What follows belongs to an exercise in optimizing a design on an open flow for small area and a short achievable clock period; a production flow would make more cautious choices. Where RTL was checked, it was by simulation tests only, not by an equivalence proof against the original.

==> flow/design.v <==
`timescale 1ns / 1ps
module IPD_core
	(
		input wire [18:0] yk, rk,
		input wire [18:0] yp,       
		input wire [18:0] ik1,
		output wire [18:0] n_ik1,
		output wire [19:0] n_a
    );
localparam [18:0] MAX = 19'h3FFFF;
localparam [18:0] MIN = 19'h40000;
function [18:0] clamp20(input [19:0] s);
	clamp20 = (s[19] != s[18]) ? (s[19] ? MIN : MAX) : s[18:0];
endfunction
function [39:0] csa(input [19:0] a, input [19:0] b, input [19:0] c);
	csa = {((a & b) | (a & c) | (b & c)) << 1, a ^ b ^ c};
endfunction
wire ypmin = (yp == MIN);
wire ymin = (yk == MIN);
wire [19:0] t0 = {yk[18], yk} - {yp[18], yp};
wire [19:0] t = {t0[19] ^ ypmin, t0[18:0]};
wire signed [19:0] ts = t;
wire d_min = ts >= 20'sd3496;       
wire d_max = ts <= -20'sd3496;      
wire dsat = d_min | d_max;
wire d_wrap = (ts >= 20'sd1748) | (ts <= -20'sd1748);
wire [39:0] l1 = csa(~(t << 7), ~(t << 4), ~(t << 3));
wire [39:0] l2 = csa(l1[19:0], {l1[39:21], 1'b1}, {t[18:0], 1'b1});
wire [19:0] ds = d_min ? 20'hC0000 : d_max ? 20'h3FFFF : l2[19:0];
wire [19:0] dc = dsat ? 20'd0 : {l2[39:21], 1'b1};
wire signed [18:0] ys = yk;
wire p_min = ys >= 19'sd29128;      
wire p_max = ys <= -19'sd29128;     
wire psat = p_min | p_max;
wire p_wrap = (ys >= 19'sd14564) | (ys <= -19'sd14564);
wire [19:0] yw = {yk[18], yk};
wire [19:0] p18 = (yw << 4) + (yw << 1);
wire [19:0] pm1 = p_min ? 20'hBFFFF : p_max ? 20'hBFFFE : ~p18;
wire [39:0] l3 = csa(ds, dc, pm1);
wire [19:0] v = l3[19:0] + {l3[39:21], 1'b1};
wire par_a = (dsat ? 1'b0 : d_wrap) ^ (psat ? p_max : p_wrap);
wire [19:0] a = {v[19] ^ par_a, v[18:0]};    
wire [19:0] e0 = {rk[18], rk} - {yk[18], yk};
wire [19:0] e = {e0[19] ^ ymin, e0[18:0]};
wire signed [19:0] es = e;
wire m_max = es >= 20'sd74899;
wire m_min = es <= -20'sd74899;
wire msat = m_max | m_min;
wire m_wrap = (es >= 20'sd37450) | (es <= -20'sd37450);
wire [39:0] lq = csa(e << 3, ~e, {ik1[18], ik1});
wire [19:0] q = lq[19:0] + {lq[39:21], 1'b1};
wire [18:0] ik_w = clamp20({q[19] ^ m_wrap, q[18:0]});
wire [18:0] ik1_dec = {1'b0, ik1[17:0]} + 19'h7FFFF;
wire [18:0] ik_max = ik1[18] ? ik1_dec : MAX;
wire [18:0] ik_min = ik1[18] ? MIN : {1'b1, ik1[17:0]};
wire [18:0] ik = m_max ? ik_max : m_min ? ik_min : ik_w;
assign n_ik1 = ik;
assign n_a = a;
endmodule
module IPD_out
	(
		input wire [19:0] a1,      
		input wire [18:0] ik1,
		output wire [18:0] pidk
    );
localparam [18:0] MAX = 19'h3FFFF;
localparam [18:0] MIN = 19'h40000;
wire [18:0] a = (a1[19] != a1[18]) ? (a1[19] ? MIN : MAX) : a1[18:0];
wire [19:0] sum = {a[18], a} + {ik1[18], ik1};
assign pidk = (sum[19] != sum[18]) ? {sum[19], {18{~sum[19]}}} : sum[18:0];
endmodule
module I_PD #(parameter size=19)
	(
		input wire clk, rst, EN,
		input wire signed [size-1:0] yk, rk,
		output wire signed [size-1:0] pidk
    );
reg [18:0] yp, ik1;
reg [19:0] a1;
wire [18:0] n_ik1;
wire [19:0] n_a;
IPD_core core (.yk(yk), .rk(rk), .yp(yp), .ik1(ik1),
	.n_ik1(n_ik1), .n_a(n_a));
IPD_out out (.a1(a1), .ik1(ik1), .pidk(pidk));
always @(posedge clk or posedge rst)
begin
	if (rst) begin
		yp <= 19'd0;
		ik1 <= 19'd0;
		a1 <= 20'd0;
	end
	else if (EN) begin
		yp <= yk;
		ik1 <= n_ik1;
		a1 <= n_a;
	end
end
endmodule
export LEC_CHECK = 0
export CAP_MARGIN = 20
export CORE_MARGIN = 2
export CORE_UTILIZATION = 40
export PLACE_DENSITY = 0.6
export SLEW_MARGIN = 20
create_clock -name core_clock -period 20.0 [get_ports {clk}]
standard.sh (not shown) runs the stock make flow with config.mk's settings and CLKGATE_MAP_FILE= SYNTH_SCRIPT=/design/flow/synth_recipe.tcl, a recipe that flattens the netlist after the stock synthesis.
==> flow/flow/run.sh <==
#!/bin/bash
# Standard ORFS layout, except that the port buffers are buf_2 cells
# instead of the delay cells buffer_ports picks by default.
set -euo pipefail
export BUFFER_PORTS_ARGS="-buffer_cell sky130_fd_sc_hd__buf_2"
bash standard.sh finish > standard_flow.log 2>&1
Next try:
--- a/flow/design.v
+++ b/flow/design.v
@@ -34,7 +34,6 @@
 wire psat = p_min | p_max;
 wire p_wrap = (ys >= 19'sd14564) | (ys <= -19'sd14564);
-wire [19:0] yw = {yk[18], yk};
-wire [19:0] p18 = (yw << 4) + (yw << 1);
-wire [19:0] pm1 = p_min ? 20'hBFFFF : p_max ? 20'hBFFFE : ~p18;
+wire [19:0] yc = psat ? 20'h20000 : {yk[18], yk};
+wire [19:0] pm1 = ~(yc << 4) + ~(yc << 1) + {19'd0, ~p_max};
 wire [39:0] l3 = csa(ds, dc, pm1);
 wire [19:0] v = l3[19:0] + {l3[39:21], 1'b1};
=> Wire length grows slightly; core utilization barely changes; die area went up slightly; maximum frequency increases by a few percent; via count came out higher by a few percent; cell count is higher by a few percent; count of clock-buffer cells in the layout rose by 1; final area rose slightly; worst setup slack gains 0.42 ns; worst hold slack loses 0.0048 ns; synthesized cell count came out higher by a few percent.
Only the layout flow was run in the first run of this note; the RTL was not checked for function there.

* * *

## the reference run
Another version of the RTL of I_PD (not shown whole).
Size: about 1400 cells after synthesis, roughly 57 flip-flops, about 60 I/O pins.
==> module IPD_core, before the edit <==
module IPD_core
	(
		input wire [18:0] yk, rk,
		input wire [18:0] yp,       
		input wire [18:0] ik1,
		output wire [18:0] n_ik1, n_a
    );
localparam [18:0] MAX = 19'h3FFFF;
localparam [18:0] MIN = 19'h40000;
function [18:0] clamp20(input [19:0] s);
	clamp20 = (s[19] != s[18]) ? (s[19] ? MIN : MAX) : s[18:0];
endfunction
function [39:0] csa(input [19:0] a, input [19:0] b, input [19:0] c);
	csa = {((a & b) | (a & c) | (b & c)) << 1, a ^ b ^ c};
endfunction
wire ypmin = (yp == MIN);
wire ymin = (yk == MIN);
wire [19:0] t0 = {yk[18], yk} - {yp[18], yp};
wire [19:0] t = {t0[19] ^ ypmin, t0[18:0]};
wire signed [19:0] ts = t;
wire d_min = ts >= 20'sd3496;       
wire d_max = ts <= -20'sd3496;      
wire dsat = d_min | d_max;
wire d_wrap = (ts >= 20'sd1748) | (ts <= -20'sd1748);
wire [39:0] l1 = csa(~(t << 7), ~(t << 4), ~(t << 3));
wire [39:0] l2 = csa(l1[19:0], {l1[39:21], 1'b1}, {t[18:0], 1'b1});
wire [19:0] ds = d_min ? 20'hC0000 : d_max ? 20'h3FFFF : l2[19:0];
wire [19:0] dc = dsat ? 20'd0 : {l2[39:21], 1'b1};
wire signed [18:0] ys = yk;
wire p_min = ys >= 19'sd29128;      
wire p_max = ys <= -19'sd29128;     
wire psat = p_min | p_max;
wire p_wrap = (ys >= 19'sd14564) | (ys <= -19'sd14564);
wire [19:0] yc = psat ? 20'h20000 : {yk[18], yk};
wire [19:0] m18 = (yc << 4) + (yc << 1);
wire [39:0] l3 = csa(ds, dc, ~m18);
wire [19:0] v = l3[19:0] + {l3[39:21], ~p_max};
wire par_a = (dsat ? 1'b0 : d_wrap) ^ (psat ? p_max : p_wrap);
wire [18:0] a = clamp20({v[19] ^ par_a, v[18:0]});
wire [19:0] e0 = {rk[18], rk} - {yk[18], yk};
wire [19:0] e = {e0[19] ^ ymin, e0[18:0]};
wire signed [19:0] es = e;
wire m_max = es >= 20'sd74899;
wire m_min = es <= -20'sd74899;
wire msat = m_max | m_min;
wire m_wrap = (es >= 20'sd37450) | (es <= -20'sd37450);
wire [19:0] ec = msat ? 20'h40000 : e;
wire [39:0] lq = csa(ec << 3, ~ec, {ik1[18], ik1});
wire [19:0] q = lq[19:0] + {lq[39:21], ~m_max};
wire par_q = msat ? m_max : m_wrap;
wire [18:0] ik = clamp20({q[19] ^ par_q, q[18:0]});
assign n_ik1 = ik;
assign n_a = a;
endmodule
==> module IPD_out, before the edit <==
module IPD_out
	(
		input wire [18:0] a1, ik1,
		output wire [18:0] pidk
    );
wire [19:0] sum = {a1[18], a1} + {ik1[18], ik1};
assign pidk = (sum[19] != sum[18]) ? {sum[19], {18{~sum[19]}}} : sum[18:0];
endmodule
==> module I_PD, before the edit <==
module I_PD #(parameter size=19)
	(
		input wire clk, rst, EN,
		input wire signed [size-1:0] yk, rk,
		output wire signed [size-1:0] pidk
    );
reg [18:0] yp, ik1, a1;
wire [18:0] n_ik1, n_a;
IPD_core core (.yk(yk), .rk(rk), .yp(yp), .ik1(ik1),
	.n_ik1(n_ik1), .n_a(n_a));
IPD_out out (.a1(a1), .ik1(ik1), .pidk(pidk));
always @(posedge clk or posedge rst)
begin
	if (rst) begin
		yp <= 19'd0;
		ik1 <= 19'd0;
		a1 <= 19'd0;
	end
	else if (EN) begin
		yp <= yk;
		ik1 <= n_ik1;
		a1 <= n_a;
	end
end
endmodule
==> flow/config.mk <==
export PLATFORM = sky130hd
export DESIGN_NAME = I_PD
export DESIGN_NICKNAME = I_PD
export VERILOG_FILES = /design/flow/design.v
export SDC_FILE = /design/flow/constraint.sdc
export NUM_CORES = 4
export LEC_CHECK = 0
export CAP_MARGIN = 20
export CORE_MARGIN = 2
export CORE_UTILIZATION = 40
export PLACE_DENSITY = 0.6
export SLEW_MARGIN = 20
==> flow/constraint.sdc <==
create_clock -name core_clock -period 20.0 [get_ports {clk}]
set_input_delay 4.0000 -clock core_clock [delete_from_list [all_inputs] [get_ports {clk}]]
set_output_delay 4.0000 -clock core_clock [all_outputs]
set_load 0.01 [all_outputs]
run.sh (not shown) runs the stock make flow with config.mk's settings and CLKGATE_MAP_FILE= SYNTH_SCRIPT=/design/flow/synth_recipe.tcl, a recipe that flattens the netlist after the stock synthesis.
Stock flow here: none of the scripts above is used.
In summary, the reference run completed successfully, with a layout that passed the timing, design-rule and antenna checks.
Inputs modified between the reference run and the trial run:
--- a/flow/design.v
+++ b/flow/design.v
@@ -1,13 +1,14 @@
 `timescale 1ns / 1ps
 module IPD_core
 	(
 		input wire [18:0] yk, rk,
 		input wire [18:0] yp,       
 		input wire [18:0] ik1,
-		output wire [18:0] n_ik1, n_a
+		output wire [18:0] n_ik1,
+		output wire [19:0] n_a
     );
 localparam [18:0] MAX = 19'h3FFFF;
 localparam [18:0] MIN = 19'h40000;
 function [18:0] clamp20(input [19:0] s);
 	clamp20 = (s[19] != s[18]) ? (s[19] ? MIN : MAX) : s[18:0];
 endfunction
@@ -30,17 +31,17 @@
 wire signed [18:0] ys = yk;
 wire p_min = ys >= 19'sd29128;      
 wire p_max = ys <= -19'sd29128;     
 wire psat = p_min | p_max;
 wire p_wrap = (ys >= 19'sd14564) | (ys <= -19'sd14564);
 wire [19:0] yc = psat ? 20'h20000 : {yk[18], yk};
-wire [19:0] m18 = (yc << 4) + (yc << 1);
-wire [39:0] l3 = csa(ds, dc, ~m18);
-wire [19:0] v = l3[19:0] + {l3[39:21], ~p_max};
+wire [39:0] l3 = csa(ds, dc, ~(yc << 4));
+wire [39:0] l4 = csa(l3[19:0], {l3[39:21], 1'b1}, ~(yc << 1));
+wire [19:0] v = l4[19:0] + {l4[39:21], ~p_max};
 wire par_a = (dsat ? 1'b0 : d_wrap) ^ (psat ? p_max : p_wrap);
-wire [18:0] a = clamp20({v[19] ^ par_a, v[18:0]});
+wire [19:0] a = {v[19] ^ par_a, v[18:0]};    
 wire [19:0] e0 = {rk[18], rk} - {yk[18], yk};
 wire [19:0] e = {e0[19] ^ ymin, e0[18:0]};
 wire signed [19:0] es = e;
 wire m_max = es >= 20'sd74899;
 wire m_min = es <= -20'sd74899;
 wire msat = m_max | m_min;
@@ -52,35 +53,41 @@
 wire [18:0] ik = clamp20({q[19] ^ par_q, q[18:0]});
 assign n_ik1 = ik;
 assign n_a = a;
 endmodule
 module IPD_out
 	(
-		input wire [18:0] a1, ik1,
+		input wire [19:0] a1,      
+		input wire [18:0] ik1,
 		output wire [18:0] pidk
     );
-wire [19:0] sum = {a1[18], a1} + {ik1[18], ik1};
+localparam [18:0] MAX = 19'h3FFFF;
+localparam [18:0] MIN = 19'h40000;
+wire [18:0] a = (a1[19] != a1[18]) ? (a1[19] ? MIN : MAX) : a1[18:0];
+wire [19:0] sum = {a[18], a} + {ik1[18], ik1};
 assign pidk = (sum[19] != sum[18]) ? {sum[19], {18{~sum[19]}}} : sum[18:0];
 endmodule
 module I_PD #(parameter size=19)
 	(
 		input wire clk, rst, EN,
 		input wire signed [size-1:0] yk, rk,
 		output wire signed [size-1:0] pidk
     );
-reg [18:0] yp, ik1, a1;
-wire [18:0] n_ik1, n_a;
+reg [18:0] yp, ik1;
+reg [19:0] a1;
+wire [18:0] n_ik1;
+wire [19:0] n_a;
 IPD_core core (.yk(yk), .rk(rk), .yp(yp), .ik1(ik1),
 	.n_ik1(n_ik1), .n_a(n_a));
 IPD_out out (.a1(a1), .ik1(ik1), .pidk(pidk));
 always @(posedge clk or posedge rst)
 begin
 	if (rst) begin
 		yp <= 19'd0;
 		ik1 <= 19'd0;
-		a1 <= 19'd0;
+		a1 <= 20'd0;
 	end
 	else if (EN) begin
 		yp <= yk;
 		ik1 <= n_ik1;
 		a1 <= n_a;
 	end
### Flow results
Looking at non-clock buffer count across the reference run and the trial run, the one that comes out higher is the reference run.
The trial run vs. the reference run: routing usage on met2 went down by 2.0 points.
Diff the reference run..the trial run | clock edge transition at the registers on the reported setup and hold paths | negligible
From the reference run to the trial run the numbers moved as follows: number of standard cells in the layout, taps in and fillers out now sits higher; share of the synthesized netlist area taken by xor and xnor gates now sits lower.
Per the comparison of the trial run with the reference run, core utilization saw an increase; area after synthesis went up by about 2.6%; final setup slack of the worst path went up.
Going from the reference run to the trial run, wire length shrank by 3.2%; final worst-path cycle share saw a decrease.
Sequential cell count of the final layout came out higher on the trial run than on the reference run.
In the trial run, number of fill cells in the layout is higher than in the reference run.
Only the layout flow was run in the reference run; the RTL was not checked for function there.

* * *

I_PD, a different RTL version from the one above (not shown whole).
Size: roughly 1,600 cells after synthesis, roughly 58 flip-flops, ~12,000 um^2 of cells after synthesis.
==> module IPD_core, before the edit <==
module IPD_core
	(
		input wire [18:0] yk, rk,
		input wire [18:0] yp,       
		input wire [18:0] ik1,
		output wire [18:0] n_ik1,
		output wire [19:0] n_a
    );
localparam [18:0] MAX = 19'h3FFFF;
localparam [18:0] MIN = 19'h40000;
function [18:0] clamp20(input [19:0] s);
	clamp20 = (s[19] != s[18]) ? (s[19] ? MIN : MAX) : s[18:0];
endfunction
function [39:0] csa(input [19:0] a, input [19:0] b, input [19:0] c);
	csa = {((a & b) | (a & c) | (b & c)) << 1, a ^ b ^ c};
endfunction
wire ypmin = (yp == MIN);
wire ymin = (yk == MIN);
wire [19:0] t0 = {yk[18], yk} - {yp[18], yp};
wire [19:0] t = {t0[19] ^ ypmin, t0[18:0]};
wire signed [19:0] ts = t;
wire d_min = ts >= 20'sd3496;       
wire d_max = ts <= -20'sd3496;      
wire dsat = d_min | d_max;
wire d_wrap = (ts >= 20'sd1748) | (ts <= -20'sd1748);
wire [39:0] l1 = csa(~(t << 7), ~(t << 4), ~(t << 3));
wire [39:0] l2 = csa(l1[19:0], {l1[39:21], 1'b1}, {t[18:0], 1'b1});
wire signed [18:0] ys = yk;
wire p_min = ys >= 19'sd29128;      
wire p_max = ys <= -19'sd29128;     
wire psat = p_min | p_max;
wire p_wrap = (ys >= 19'sd14564) | (ys <= -19'sd14564);
wire par_p = psat ? p_max : p_wrap;
wire [19:0] yw = {yk[18], yk};
wire [19:0] p18 = (yw << 4) + (yw << 1);
wire [19:0] n18 = 20'd0 - p18;
wire [19:0] pk0 = p_min ? 20'hC0000 : p_max ? 20'hBFFFF : n18;
wire [19:0] pm1 = p_min ? 20'hBFFFF : p_max ? 20'hBFFFE : ~p18;
wire [39:0] l3 = csa(l2[19:0], {l2[39:21], 1'b1}, pm1);
wire [19:0] v = l3[19:0] + {l3[39:21], 1'b1};
wire [19:0] a_w = {v[19] ^ d_wrap ^ par_p, v[18:0]};
wire [19:0] pd = d_max ? pm1 : pk0;
wire [1:0] pd_hi = pd[19:18] + 2'b11;
wire [19:0] a_s = {pd_hi[1] ^ d_max ^ par_p, pd_hi[0], pd[17:0]};
wire [19:0] a = dsat ? a_s : a_w;            
wire [19:0] e0 = {rk[18], rk} - {yk[18], yk};
wire [19:0] e = {e0[19] ^ ymin, e0[18:0]};
wire signed [19:0] es = e;
wire m_max = es >= 20'sd74899;
wire m_min = es <= -20'sd74899;
wire msat = m_max | m_min;
wire m_wrap = (es >= 20'sd37450) | (es <= -20'sd37450);
wire [39:0] lq = csa(e << 3, ~e, {ik1[18], ik1});
wire [19:0] q = lq[19:0] + {lq[39:21], 1'b1};
wire [18:0] ik_w = clamp20({q[19] ^ m_wrap, q[18:0]});
wire [18:0] ik1_dec = {1'b0, ik1[17:0]} + 19'h7FFFF;
wire [18:0] ik_max = ik1[18] ? ik1_dec : MAX;
wire [18:0] ik_min = ik1[18] ? MIN : {1'b1, ik1[17:0]};
wire [18:0] ik = m_max ? ik_max : m_min ? ik_min : ik_w;
assign n_ik1 = ik;
assign n_a = a;
endmodule
==> module I_PD, before the edit <==
module I_PD #(parameter size=19)
	(
		input wire clk, rst, EN,
		input wire signed [size-1:0] yk, rk,
		output wire signed [size-1:0] pidk
    );
reg [18:0] yp, ik1;
reg [19:0] a1;
wire [18:0] n_ik1;
wire [19:0] n_a;
IPD_core core (.yk(yk), .rk(rk), .yp(yp), .ik1(ik1),
	.n_ik1(n_ik1), .n_a(n_a));
IPD_out out (.a1(a1), .ik1(ik1), .pidk(pidk));
always @(posedge clk or posedge rst)
begin
	if (rst) begin
		yp <= 19'd0;
		ik1 <= 19'd0;
		a1 <= 20'd0;
	end
	else if (EN) begin
		yp <= yk;
		ik1 <= n_ik1;
		a1 <= n_a;
	end
end
endmodule
==> flow/config.mk <==
export PLATFORM = sky130hd
export DESIGN_NAME = I_PD
export DESIGN_NICKNAME = I_PD
export VERILOG_FILES = /design/flow/design.v
export SDC_FILE = /design/flow/constraint.sdc
export NUM_CORES = 4
export LEC_CHECK = 0
export CAP_MARGIN = 20
export CORE_MARGIN = 2
export CORE_UTILIZATION = 40
export PLACE_DENSITY = 0.6
export SLEW_MARGIN = 20
==> flow/constraint.sdc <==
create_clock -name core_clock -period 20.0 [get_ports {clk}]
set_input_delay 4.0000 -clock core_clock [delete_from_list [all_inputs] [get_ports {clk}]]
set_output_delay 4.0000 -clock core_clock [all_outputs]
set_load 0.01 [all_outputs]
standard.sh (not shown) runs the stock make flow with config.mk's settings and CLKGATE_MAP_FILE= SYNTH_SCRIPT=/design/flow/synth_recipe.tcl, a recipe that flattens the netlist after the stock synthesis.
Scripts as last shown in full above: flow/flow/run.sh
Next try:
--- a/flow/design.v
+++ b/flow/design.v
@@ -2,18 +2,15 @@
 module IPD_core
 	(
 		input wire [18:0] yk, rk,
 		input wire [18:0] yp,       
 		input wire [18:0] ik1,
-		output wire [18:0] n_ik1,
+		output wire [19:0] n_ik,      
 		output wire [19:0] n_a
     );
 localparam [18:0] MAX = 19'h3FFFF;
 localparam [18:0] MIN = 19'h40000;
-function [18:0] clamp20(input [19:0] s);
-	clamp20 = (s[19] != s[18]) ? (s[19] ? MIN : MAX) : s[18:0];
-endfunction
 function [39:0] csa(input [19:0] a, input [19:0] b, input [19:0] c);
 	csa = {((a & b) | (a & c) | (b & c)) << 1, a ^ b ^ c};
 endfunction
 wire ypmin = (yp == MIN);
 wire ymin = (yk == MIN);
@@ -51,16 +48,16 @@
 wire m_min = es <= -20'sd74899;
 wire msat = m_max | m_min;
 wire m_wrap = (es >= 20'sd37450) | (es <= -20'sd37450);
 wire [39:0] lq = csa(e << 3, ~e, {ik1[18], ik1});
 wire [19:0] q = lq[19:0] + {lq[39:21], 1'b1};
-wire [18:0] ik_w = clamp20({q[19] ^ m_wrap, q[18:0]});
+wire [19:0] ik_w = {q[19] ^ m_wrap, q[18:0]};
 wire [18:0] ik1_dec = {1'b0, ik1[17:0]} + 19'h7FFFF;
 wire [18:0] ik_max = ik1[18] ? ik1_dec : MAX;
 wire [18:0] ik_min = ik1[18] ? MIN : {1'b1, ik1[17:0]};
-wire [18:0] ik = m_max ? ik_max : m_min ? ik_min : ik_w;
-assign n_ik1 = ik;
+wire [19:0] ik = m_max ? {ik_max[18], ik_max} : m_min ? {ik_min[18], ik_min} : ik_w;
+assign n_ik = ik;
 assign n_a = a;
 endmodule
 module IPD_out
 	(
 		input wire [19:0] a1,      
@@ -77,26 +74,27 @@
 	(
 		input wire clk, rst, EN,
 		input wire signed [size-1:0] yk, rk,
 		output wire signed [size-1:0] pidk
     );
-reg [18:0] yp, ik1;
-reg [19:0] a1;
-wire [18:0] n_ik1;
+reg [18:0] yp;
+reg [19:0] a1, ir;
+wire [19:0] n_ik;
+wire [18:0] ik1 = (ir[19] != ir[18]) ? {ir[19], {18{~ir[19]}}} : ir[18:0];
 wire [19:0] n_a;
 IPD_core core (.yk(yk), .rk(rk), .yp(yp), .ik1(ik1),
-	.n_ik1(n_ik1), .n_a(n_a));
+	.n_ik(n_ik), .n_a(n_a));
 IPD_out out (.a1(a1), .ik1(ik1), .pidk(pidk));
 always @(posedge clk or posedge rst)
 begin
 	if (rst) begin
 		yp <= 19'd0;
-		ik1 <= 19'd0;
+		ir <= 20'd0;
 		a1 <= 20'd0;
 	end
 	else if (EN) begin
 		yp <= yk;
-		ik1 <= n_ik1;
+		ir <= n_ik;
 		a1 <= n_a;
 	end
 end
 endmodule
What happened: The changed run finished clean; global-route usage barely changes; setup slack is worse by 0.025 ns; wire length increases by about 2.5%; area after synthesis grows by 1.4%; critical path depth falls by 2; core utilization shrinks by 0.46 points; fmax stays flat; non-clock buffer count came out higher by 7; clock-buffer cell count rises by 2; clock skew is lower by 0.0084 ns; cell count is higher by about 1.8%; cell area went up by about 1.4%.
No functional check of the RTL was part of any run of this note.

## separate check: timing with driven ports
The results above use ideal ports. As a check the final layouts listed here were re-extracted and re-timed, cells and wires unchanged.
Step 1 assumes that a clkbuf_16 drives the clock port and a buf_2 every other input.
Step 2 adds t to the input delays and takes it off the output delays; t is the mean of the earliest and latest rising clock arrival at the registers after step 1. Input paths then give back, and output paths get back, about the clock's delay inside the block.
a / b / c = ideal ports / drivers / drivers and shift; a / b = the first two.
| run | t (ns) | setup slack, ns | worst setup path at the end | clock arrival spread, ns | cell pins on the clock port's net |
|---|---|---|---|---|---|
| the first run of note 1 | 0.390 | 8.673 / 8.704 / 8.314 | input to register | 0.014 / 0.014 | 1 |
| the second run of note 1 | 0.390 | 9.094 / 9.118 / 8.728 | input to register | 0.012 / 0.012 | 1 |
| the reference run | 0.389 | 7.482 / 7.457 / 7.068 | input to register | 0.011 / 0.011 | 1 |
| the trial run | 0.388 | 8.051 / 8.022 / 7.635 | input to register | 0.009 / 0.009 | 1 |
| the first run of note 3 | 0.389 | 9.583 / 9.572 / 9.183 | input to register | 0.021 / 0.020 | 1 |
| the second run of note 3 | 0.385 | 9.558 / 9.512 / 9.896 | register to output | 0.012 / 0.011 | 1 |
After both steps every run listed still meets setup and hold. The setup slack of the trial run, which loses most, moves by -0.029 ns with the drivers and by -0.416 ns with both steps.
